From an optimization exercise on the open Yosys and OpenROAD flow, aimed at small area; shortcuts taken in it are not production practice.
The RTL was checked by simulation tests, not by an equivalence proof against the original design.
Power and IR drop assume default switching activity.

==> flow/design.v (excerpt) <==
module ds18b20_light(clk,rst,ds18b20_in,ds18b20_pull,the_btn,SEG7_SEG,SEG7_SEL,ADC549_DATA,ADC549_CLK,ADC549_CS_N,led);
Size in the first run: ~860 cells after synthesis, roughly 28 I/O pins.
Settings: LEC_CHECK=0, CAP_MARGIN=20, CORE_MARGIN=2, CORE_UTILIZATION=40, CTS_BUF_LIST=sky130_fd_sc_hd__clkbuf_4, SLEW_MARGIN=20; clock period 20.0 ns.
run.sh (not shown) runs the stock make flow with config.mk's settings and CLKGATE_MAP_FILE= SYNTH_SCRIPT=/design/flow/synth_recipe.tcl, a recipe that flattens the netlist after the stock synthesis.
The first run completed without violations.
Edit:
--- a/flow/config.mk
+++ b/flow/config.mk
@@ -10,3 +10,2 @@
 export CORE_UTILIZATION = 40
-export CTS_BUF_LIST = sky130_fd_sc_hd__clkbuf_4
 export SLEW_MARGIN = 20
Result:
- wire length is higher by 1.0%
- area after synthesis does not change
- register-to-register slack is about the same
- clock power came out higher by 61%
- via count barely changes
- design area is higher by 3.3%
- synthesized cell count stays the same
- global-route usage came out higher by 0.25 points
- utilization goes up by 1.5 points

== job 5558 ==
ds18b20_light again, from the RTL that the note above started with.
==> flow/config.mk <==
export PLATFORM = sky130hd
export DESIGN_NAME = ds18b20_light
export DESIGN_NICKNAME = ds18b20_light
export VERILOG_FILES = /design/flow/design.v
export SDC_FILE = /design/flow/constraint.sdc
export NUM_CORES = 4
export LEC_CHECK = 0
export CAP_MARGIN = 20
export CORE_MARGIN = 2
export CORE_UTILIZATION = 60
export CTS_BUF_LIST = sky130_fd_sc_hd__clkbuf_8
export CTS_CLUSTER_DIAMETER = 150
export CTS_CLUSTER_SIZE = 40
export SLEW_MARGIN = 20
==> flow/constraint.sdc <==
create_clock -name core_clock -period 20.0 [get_ports {clk}]
set_input_delay 4.0000 -clock core_clock [delete_from_list [all_inputs] [get_ports {clk}]]
set_output_delay 4.0000 -clock core_clock [all_outputs]
set_load 0.01 [all_outputs]
Relative to job 5558, the following input files were edited for job 2925:
- removing CTS_BUF_LIST (formerly sky130_fd_sc_hd__clkbuf_8)
- removing CTS_CLUSTER_DIAMETER (formerly 150)
- changing CORE_UTILIZATION from 60 to 40
- removing CTS_CLUSTER_SIZE (formerly 40)
==> flow/flow/run.sh (new file) <==
#!/bin/bash
# Layout: the standard ORFS flow (standard.sh) with these changes:
#  * synthesis maps the logic with an area-oriented ABC script
#    (flow/abc_area.script, used through a copy of ORFS's scripts folder;
#    registers are mapped by the standard steps and left as they are)
#  * ports are buffered with sky130_fd_sc_hd__buf_1
#  * CTS uses clkbuf_8 and inserts no dummy loads
# make's full output goes to make.log; each ORFS step logs under orfs/logs.
set -euo pipefail
here=$(pwd)
rm -rf "$here/scripts_area"
cp -r "$FLOW_HOME/scripts" "$here/scripts_area"
cp "$here/flow/abc_area.script" "$here/scripts_area/abc_area.script"
CTS="-sink_clustering_enable -repair_clock_nets -dont_use_dummy_load -buf_list sky130_fd_sc_hd__clkbuf_8"
BUF="-buffer_cell sky130_fd_sc_hd__buf_1"
export CTS_ARGS="$CTS" BUFFER_PORTS_ARGS="$BUF"
bash standard.sh "SCRIPTS_DIR=$here/scripts_area" "ABC_AREA=1" "CTS_ARGS=$CTS" "BUFFER_PORTS_ARGS=$BUF" finish > make.log 2>&1
==> flow/flow/abc_area.script (new file) <==
strash
&get -n
&deepsyn -T 20
&put
&get -n
&dch
&nf -R 1000
&put
topo
==> flow/standard.sh (new file) <==
#!/bin/bash
# synth_recipe.tcl (not shown) runs the flow's synth.tcl, then flattens the netlist and writes it again
# the make line also repeats each setting of config.mk as NAME=value (left out here)
make -C /OpenROAD-flow-scripts/flow DESIGN_CONFIG=/design/flow/config.mk WORK_HOME=/design/flow/orfs CLKGATE_MAP_FILE= SYNTH_SCRIPT=/design/flow/synth_recipe.tcl "${@:-finish}"
removed: flow/run.sh
Notes after the runs:
- Comparing job 2925 and job 5558, standard-cell row count is higher on job 2925.
- From job 5558 to job 2925 the numbers moved as follows: synthesized area saw a decrease, headroom to the max-slew limit climbed 13 points.
- Total of fill cells in the finished design: job 2925 and job 5558 compared, lower one is job 5558
- Compare job 2925 and job 5558 | slew at the pin with the worst max-slew slack lower: job 2925
- The time the worst path needs with I/O delays and setup of job 2925 was superior to that of job 5558.
- On setup slack, job 2925 does better than job 5558.
The following lists how job 4763 was set up differently from job 2925:
==> flow/flow/run.sh <==
#!/bin/bash
# Layout: the standard ORFS flow with two changes:
#  * ports are buffered with sky130_fd_sc_hd__buf_1 (the smallest buffer)
#  * CTS uses clkbuf_8 and inserts no dummy loads
# make's full output goes to make.log; each ORFS step logs under orfs/logs.
set -euo pipefail
CTS="-sink_clustering_enable -repair_clock_nets -dont_use_dummy_load -buf_list sky130_fd_sc_hd__clkbuf_8"
BUF="-buffer_cell sky130_fd_sc_hd__buf_1"
export CTS_ARGS="$CTS" BUFFER_PORTS_ARGS="$BUF"
bash standard.sh "CTS_ARGS=$CTS" "BUFFER_PORTS_ARGS=$BUF" finish > make.log 2>&1
removed: flow/flow/abc_area.script
==> comparison <==
In summary, job 4763 completed successfully, with a layout that passed the timing, design-rule and antenna checks. No stage failed in job 2925, and the final checks on the layout all came back clean. [compare] base=job 2925 new=job 4763: fraction of met3 tracks used by global routing went down 0.88 points; clock period minus final worst setup slack went up 770 ps; routed wire length up about 20%; final estimated routing congestion in global placement shrank by 0.0054. Summary of job 4763 over job 2925: worst hold slack climbed 4.5 ps; total power climbed 0.026 mW; total negative setup slack barely changed.

==> static timing again, ports no longer ideal <==
The flow's constraints put no driver on any port. The routed layouts listed below were extracted and timed again, unchanged, in two steps. Step 1 sets driving cells, clkbuf_16 on the clock port and buf_2 on the other inputs (assumed; they add their load-dependent delay and slew). Step 2 adds t to the input delays and takes it off the output delays; t is the mean of the earliest and latest rising clock arrival at the registers after step 1. Input paths then give back, and output paths get back, about the clock's delay inside the block. Slacks: no drivers / after step 1 / after step 2; pairs: no drivers / after step 1.
run | shift t [ns] | setup WS [ns] | clock arrival spread, ns | pins driven straight from the clock port
the first run of note 1 | 0.570 | 7.376 / 7.341 / 7.911 | 0.015 / 0.015 | 1
the second run of note 1 | 0.455 | 7.523 / 7.483 / 7.938 | 0.013 / 0.013 | 1
job 5558 | 0.489 | 7.296 / 7.259 / 7.748 | 0.009 / 0.009 | 1
job 2925 | 0.445 | 8.676 / 8.640 / 9.085 | 0.028 / 0.029 | 1
job 4763 | 0.451 | 7.909 / 7.874 / 8.325 | 0.023 / 0.022 | 1
After both steps setup and hold are still met in every run listed.
